This is an optimization exercise on Yosys and OpenROAD, whose aim is small area, a short achievable clock period and few clock cycles, not a production implementation. At most, simulation tests tie the RTL to the original design; equivalence was not proved. Power is estimated from default activity; no workload was simulated.

==> flow/design.v <==
module MFE(clk, reset, ready, busy, iaddr, idata, data_rd, addr, data_wr, wen);
input              clk, reset;
input              ready;
output reg         busy;
output reg  [13:0] iaddr;
input       [ 7:0] idata;
input       [ 7:0] data_rd;
output reg  [13:0] addr;
output reg  [ 7:0] data_wr;
output reg         wen;
function gt8;
    input [7:0] a, b;
    reg [7:0] g1, e1;
    reg [3:0] g2, e2;
    reg [1:0] g3, e3;
    integer i;
    begin
        g1 = a & ~b;
        e1 = a | ~b;
        for (i = 0; i < 4; i = i + 1) begin
            g2[i] = g1[2*i+1] | (e1[2*i+1] & g1[2*i]);
            e2[i] = g1[2*i+1] | (e1[2*i+1] & e1[2*i]);
        end
        for (i = 0; i < 2; i = i + 1) begin
            g3[i] = g2[2*i+1] | (e2[2*i+1] & g2[2*i]);
            e3[i] = g2[2*i+1] | (e2[2*i+1] & e2[2*i]);
        end
        gt8 = g3[1] | (e3[1] & g3[0]);
    end
endfunction
reg        p_first, p_second, p_third;
reg  [1:0] pcnt;        
reg        zcol;        
wire [6:0] rrow = iaddr[13:7];
wire [6:0] rcol = iaddr[6:0];
wire       pix_ok = !((p_third && rrow == 7'd127) || (p_second && rrow == 7'd0));
reg  [7:0] r0;
reg  [7:0] q0, q1, q2;                 
wire       ce0 = gt8(q0, r0) | p_first;
wire       ce1 = gt8(q1, r0) | !p_third;
always @(posedge clk) begin
    r0 <= pix_ok ? idata : 8'd0;
    q0 <= ce0 ? r0 : q0;
    q1 <= ce0 ? q0 : (ce1 ? r0 : q1);
    q2 <= ce1 ? q1 : r0;
end
reg  [23:0] P, Q;
always @(posedge clk) begin
    Q <= P;
    P <= p_first ? {q2, q1, q0} : Q;
end
wire [7:0] ql = Q[ 7: 0];
wire [7:0] qm = Q[15: 8];
wire [7:0] qh = Q[23:16];
wire [7:0] vl = zcol ? 8'd0 : ql;
wire [7:0] vm = zcol ? 8'd0 : qm;
wire [7:0] vh = zcol ? 8'd0 : qh;
reg  [7:0] L, H, mn, mx;
wire gtL = gt8(ql, L) & ~zcol;
wire ltH = gt8(H, qh) | zcol;
wire gtm = gt8(qm, mn) & ~zcol;
wire ltx = gt8(mx, qm) | zcol;
always @(posedge clk) begin
    if (p_first | gtL) L <= vl;
    if (p_first | ltH) H <= vh;
    if (p_first) begin
        mn <= vm;
        mx <= vm;
    end else if (p_second) begin
        if (!gtm) mn <= vm;
        if (!ltx) mx <= vm;
    end else begin
        if (gtm) mn <= ltx ? vm : mx;
    end
end
wire f_ab = gt8(L, mn), f_ac = gt8(L, H), f_bc = gt8(mn, H);
wire [7:0] f_med = f_ab ? (f_bc ? mn : (f_ac ? H : L)) : (f_ac ? L : (f_bc ? H : mn));
always @(posedge clk) begin
    data_wr <= f_med;
end
always @(posedge clk or posedge reset) begin
    if (reset) begin
        busy     <= 1'b0;
        wen      <= 1'b0;
        p_first  <= 1'b0;
        p_second <= 1'b0;
        p_third  <= 1'b1;
        pcnt     <= 2'd0;
    end else begin
        wen <= busy && p_first && pcnt == 2'd3;
        if (!busy) begin
            pcnt <= 2'd0;
            if (ready) begin
                busy     <= 1'b1;
                p_first  <= 1'b1;
                p_third  <= 1'b0;
            end
        end else begin
            p_first  <= p_third;
            p_second <= p_first;
            p_third  <= p_second;
            if (p_first && pcnt != 2'd3) pcnt <= pcnt + 2'd1;
            if (wen && addr == 14'd16383) begin
                busy     <= 1'b0;
                p_first  <= 1'b0;
                p_second <= 1'b0;
                p_third  <= 1'b1;
            end
        end
    end
end
always @(posedge clk) begin
    zcol <= (p_second && rcol == 7'd1) || (p_third && rcol == 7'd2);
    if (!busy && !ready) iaddr <= 14'd16256;
    else                 iaddr <= iaddr + (p_second ? 14'd16129 : 14'd128);
    addr <= iaddr - 14'd3;
end
endmodule
Settings: LEC_CHECK=0, CAP_MARGIN=20, CORE_MARGIN=2, CORE_UTILIZATION=40, CTS_BUF_LIST=sky130_fd_sc_hd__clkbuf_4 sky130_fd_sc_hd__clkbuf_8, SETUP_SLACK_MARGIN=4.5, SLEW_MARGIN=20; clock period 7.0 ns.
standard.sh (not shown) runs the stock make flow with config.mk's settings and CLKGATE_MAP_FILE= SYNTH_SCRIPT=/design/flow/synth_recipe.tcl, a recipe that flattens the netlist after the stock synthesis.
==> flow/flow/run.sh <==
#!/bin/bash
# The standard layout (the standard.sh, all ORFS steps), with two changes:
#  - the ports get plain buf_2 buffers instead of the default delay-cell choice;
#  - clock tree synthesis uses no dummy loads.
set -euo pipefail
bash standard.sh \
  BUFFER_PORTS_ARGS="-buffer_cell sky130_fd_sc_hd__buf_2" \
  CTS_ARGS="-sink_clustering_enable -repair_clock_nets -dont_use_dummy_load -buf_list {sky130_fd_sc_hd__clkbuf_4 sky130_fd_sc_hd__clkbuf_8}" \
  finish > standard.log 2>&1
The baseline produced a clean layout.
==> next run, changes <==
--- a/flow/design.v
+++ b/flow/design.v
@@ -75,9 +75,9 @@
 end
 wire f_ab = gt8(L, mn), f_ac = gt8(L, H), f_bc = gt8(mn, H);
 wire [7:0] f_med = f_ab ? (f_bc ? mn : (f_ac ? H : L)) : (f_ac ? L : (f_bc ? H : mn));
 always @(posedge clk) begin
-    data_wr <= f_med;
+    if (p_first) data_wr <= f_med;
 end
 always @(posedge clk or posedge reset) begin
     if (reset) begin
         busy     <= 1'b0;
@@ -110,9 +110,12 @@
     end
 end
 always @(posedge clk) begin
     zcol <= (p_second && rcol == 7'd1) || (p_third && rcol == 7'd2);
-    if (!busy && !ready) iaddr <= 14'd16256;
-    else                 iaddr <= iaddr + (p_second ? 14'd16129 : 14'd128);
+    if (!busy) begin
+        iaddr <= ready ? 14'd16256 + 14'd128 : 14'd16256;
+    end else begin
+        iaddr <= iaddr + (p_second ? 14'd16129 : 14'd128);
+    end
     addr <= iaddr - 14'd3;
 end
 endmodule
Global-route usage is lower by 0.54 points. Sequential power rose by about 2%. Power stays flat. Clock-buffer cell count stays the same. Setup slack gains 100 ps. Register-to-register slack is better by 130 ps. Routed wire length falls by about 6%. Die area stays flat. Flip-flop and latch count stays the same. Hold slack gains 5.1 ps. Combinational power stays flat.
Testbench counts after the change, summed over its fixed seeds: cycles 393,296.
Only the layout flow was run in the first run of this note; the RTL was not checked for function there.

========
== fjord ==
Another version of the RTL of MFE (not shown whole).
For scale: ~640 cells after synthesis, roughly 150 flip-flops, about 57 I/O pins, about 6600 sq um of cells after synthesis.
==> module MFE, before the edit <==
module MFE(clk, reset, ready, busy, iaddr, idata, data_rd, addr, data_wr, wen);
input              clk, reset;
input              ready;
output reg         busy;
output reg  [13:0] iaddr;
input       [ 7:0] idata;
input       [ 7:0] data_rd;
output reg  [13:0] addr;
output reg  [ 7:0] data_wr;
output reg         wen;
function gt8;
    input [7:0] a, b;
    reg [7:0] g1, e1;
    reg [3:0] g2, e2;
    reg [1:0] g3, e3;
    integer i;
    begin
        g1 = a & ~b;
        e1 = a | ~b;
        for (i = 0; i < 4; i = i + 1) begin
            g2[i] = g1[2*i+1] | (e1[2*i+1] & g1[2*i]);
            e2[i] = g1[2*i+1] | (e1[2*i+1] & e1[2*i]);
        end
        for (i = 0; i < 2; i = i + 1) begin
            g3[i] = g2[2*i+1] | (e2[2*i+1] & g2[2*i]);
            e3[i] = g2[2*i+1] | (e2[2*i+1] & e2[2*i]);
        end
        gt8 = g3[1] | (e3[1] & g3[0]);
    end
endfunction
reg        p_first, p_second, p_third;
reg  [1:0] pcnt;        
reg        zcol;        
reg        znew;        
wire [6:0] rrow = iaddr[13:7];
wire [6:0] rcol = iaddr[6:0];
wire       pix_ok = !((p_third && rrow == 7'd127) || (p_second && rrow == 7'd0));
reg  [7:0] r0;
reg  [7:0] q0, q1, q2;                 
wire       ce0 = gt8(q0, r0) | p_first;
wire       ce1 = gt8(q1, r0) | !p_third;
always @(posedge clk) begin
    r0 <= pix_ok ? idata : 8'd0;
    q0 <= ce0 ? r0 : q0;
    q1 <= ce0 ? q0 : (ce1 ? r0 : q1);
    q2 <= ce1 ? q1 : r0;
end
reg  [23:0] P, Q;
always @(posedge clk) begin
    Q <= P;
    P <= p_first ? {q2, q1, q0} : Q;
end
wire [7:0] ql = Q[ 7: 0];
wire [7:0] qm = Q[15: 8];
wire [7:0] qh = Q[23:16];
wire [7:0] vl = zcol ? 8'd0 : ql;
wire [7:0] vh = zcol ? 8'd0 : qh;
reg  [7:0] L, H, M;
wire gtL = gt8(ql, L) & ~zcol;
wire ltH = gt8(H, qh) | zcol;
wire [7:0] ma = qm, mb = P[15:8], mc = q1;
wire m_ab = gt8(ma, mb) & ~zcol;
wire m_ac = (gt8(ma, mc) | znew) & ~zcol;
wire m_bc = gt8(mb, mc) | znew;
wire [7:0] m_med = m_ab ? (m_bc ? mb : (m_ac ? mc : ma)) : (m_ac ? ma : (m_bc ? mc : mb));
always @(posedge clk) begin
    if (p_first | gtL) L <= vl;
    if (p_first | ltH) H <= vh;
    if (p_first) M <= m_med;
end
wire f_ab = gt8(L, M), f_ac = gt8(L, H), f_bc = gt8(M, H);
wire [7:0] f_med = f_ab ? (f_bc ? M : (f_ac ? H : L)) : (f_ac ? L : (f_bc ? H : M));
always @(posedge clk) begin
    data_wr <= f_med;
end
always @(posedge clk or posedge reset) begin
    if (reset) begin
        busy     <= 1'b0;
        wen      <= 1'b0;
        p_first  <= 1'b0;
        p_second <= 1'b0;
        p_third  <= 1'b1;
        pcnt     <= 2'd0;
    end else begin
        wen <= busy && p_first && pcnt == 2'd3;
        if (!busy) begin
            pcnt <= 2'd0;
            if (ready) begin
                busy     <= 1'b1;
                p_first  <= 1'b1;
                p_third  <= 1'b0;
            end
        end else begin
            p_first  <= p_third;
            p_second <= p_first;
            p_third  <= p_second;
            if (p_first && pcnt != 2'd3) pcnt <= pcnt + 2'd1;
            if (wen && addr == 14'd16383) begin
                busy     <= 1'b0;
                p_first  <= 1'b0;
                p_second <= 1'b0;
                p_third  <= 1'b1;
            end
        end
    end
end
always @(posedge clk) begin
    zcol <= (p_second && rcol == 7'd1) || (p_third && rcol == 7'd2);
    znew <= rcol == 7'd1;
    if (!busy && !ready) iaddr <= 14'd16256;
    else                 iaddr <= iaddr + (p_second ? 14'd16129 : 14'd128);
    addr <= iaddr - 14'd3;
end
endmodule
Settings: LEC_CHECK=0, CAP_MARGIN=20, CORE_MARGIN=2, CORE_UTILIZATION=40, CTS_BUF_LIST=sky130_fd_sc_hd__clkbuf_4 sky130_fd_sc_hd__clkbuf_8, SETUP_SLACK_MARGIN=4.5, SLEW_MARGIN=20; clock period 7.0 ns.
run.sh (not shown) runs the stock make flow with config.mk's settings and CLKGATE_MAP_FILE= SYNTH_SCRIPT=/design/flow/synth_recipe.tcl, a recipe that flattens the netlist after the stock synthesis.
Stock flow here: none of the scripts above is used.
Testbench counts of fjord, summed over its fixed seeds: cycles 393,296.
Input changes introduced in onyx (baseline for comparison: fjord):
-- flow/design.v --
<<< fjord, line 32
reg  [1:0] pcnt;        
reg        zcol;        
reg        znew;        
wire [6:0] rrow = iaddr[13:7];
wire [6:0] rcol = iaddr[6:0];
>>> onyx, line 32
reg  [1:0] pcnt;        
reg        zcol;        
wire [6:0] rrow = iaddr[13:7];
wire [6:0] rcol = iaddr[6:0];
<<< fjord, line 55
wire [7:0] qh = Q[23:16];
wire [7:0] vl = zcol ? 8'd0 : ql;
wire [7:0] vh = zcol ? 8'd0 : qh;
reg  [7:0] L, H, M;
wire gtL = gt8(ql, L) & ~zcol;
wire ltH = gt8(H, qh) | zcol;
wire [7:0] ma = qm, mb = P[15:8], mc = q1;
wire m_ab = gt8(ma, mb) & ~zcol;
wire m_ac = (gt8(ma, mc) | znew) & ~zcol;
wire m_bc = gt8(mb, mc) | znew;
wire [7:0] m_med = m_ab ? (m_bc ? mb : (m_ac ? mc : ma)) : (m_ac ? ma : (m_bc ? mc : mb));
always @(posedge clk) begin
    if (p_first | gtL) L <= vl;
    if (p_first | ltH) H <= vh;
    if (p_first) M <= m_med;
end
wire f_ab = gt8(L, M), f_ac = gt8(L, H), f_bc = gt8(M, H);
wire [7:0] f_med = f_ab ? (f_bc ? M : (f_ac ? H : L)) : (f_ac ? L : (f_bc ? H : M));
always @(posedge clk) begin
    data_wr <= f_med;
end
always @(posedge clk or posedge reset) begin
>>> onyx, line 54
wire [7:0] qh = Q[23:16];
wire [7:0] vl = zcol ? 8'd0 : ql;
wire [7:0] vm = zcol ? 8'd0 : qm;
wire [7:0] vh = zcol ? 8'd0 : qh;
reg  [7:0] L, H, mn, mx;
wire gtL = gt8(ql, L) & ~zcol;
wire ltH = gt8(H, qh) | zcol;
wire gtm = gt8(qm, mn) & ~zcol;
wire ltx = gt8(mx, qm) | zcol;
always @(posedge clk) begin
    if (p_first | gtL) L <= vl;
    if (p_first | ltH) H <= vh;
    if (p_first) begin
        mn <= vm;
        mx <= vm;
    end else if (p_second) begin
        if (!gtm) mn <= vm;
        if (!ltx) mx <= vm;
    end else begin
        if (gtm) mn <= ltx ? vm : mx;
    end
end
wire f_ab = gt8(L, mn), f_ac = gt8(L, H), f_bc = gt8(mn, H);
wire [7:0] f_med = f_ab ? (f_bc ? mn : (f_ac ? H : L)) : (f_ac ? L : (f_bc ? H : mn));
always @(posedge clk) begin
    if (p_first) data_wr <= f_med;
end
always @(posedge clk or posedge reset) begin
<<< fjord, line 107
always @(posedge clk) begin
    zcol <= (p_second && rcol == 7'd1) || (p_third && rcol == 7'd2);
    znew <= rcol == 7'd1;
    if (!busy && !ready) iaddr <= 14'd16256;
    else                 iaddr <= iaddr + (p_second ? 14'd16129 : 14'd128);
    addr <= iaddr - 14'd3;
end
>>> onyx, line 112
always @(posedge clk) begin
    zcol <= (p_second && rcol == 7'd1) || (p_third && rcol == 7'd2);
    if (!busy) begin
        iaddr <= ready ? 14'd16256 + 14'd128 : 14'd16256;
    end else begin
        iaddr <= iaddr + (p_second ? 14'd16129 : 14'd128);
    end
    addr <= iaddr - 14'd3;
end
### Flow results
onyx closes out successfully: all stages finished, all timing, DRC and antenna checks passed.
fjord ran to completion and came out clean on the timing, DRC and antenna checks.
The higher sequential share of layout area came out of onyx.
Diff fjord -> onyx: post-synthesis register bit count picked up an extra 4.7%, met1 routing resource usage after global routing went down, power now sits lower.
The setup slack number comes out higher for onyx vs fjord.
Compared with fjord, in onyx fraction of the mapped netlist area in adder cells now smaller; met2 routing resource usage after global routing now smaller; largest net degree at the start of global routing now smaller; die area now larger; shortest period the worst path allows now smaller.
The lower post-synth design cell area of onyx and fjord is in fjord.
Testbench counts of onyx, summed over its fixed seeds: cycles 393,296.

## separate check: timing with driven ports
The results above use ideal ports. As a check the final layouts listed here were re-extracted and re-timed, cells and wires unchanged. Step 1, drivers: a clkbuf_16 drives clk and a buf_2 each remaining input, both assumed. Step 2 moves the port delays by t, midway between the first and last clock arrival at a register: inputs arrive t later, outputs are due t later. That takes back most of the time a late clock gives input paths. a / b / c = no drivers / after step 1 / after step 2; a / b = the first two.
run	t, ns	slack for setup (ns)	worst hold slack (ns)	slew at the worst register clock pin (ns)	cell pins on the clock port's net
the first run of note 1	0.472	4.423 / 4.423 / 4.423	0.314 / 0.314 / 0.314	0.09 / 0.09	1
the second run of note 1	0.473	4.523 / 4.486 / 4.545	0.319 / 0.319 / 0.319	0.08 / 0.08	1
fjord	0.487	3.680 / 3.680 / 3.680	0.323 / 0.323 / 0.323	0.08 / 0.08	1
onyx	0.487	4.525 / 4.485 / 4.421	0.321 / 0.321 / 0.321	0.09 / 0.09	1
After both steps setup and hold are still met in every run listed. The setup slack of onyx, which loses most, moves by -0.040 ns with the drivers and by -0.104 ns with both steps.
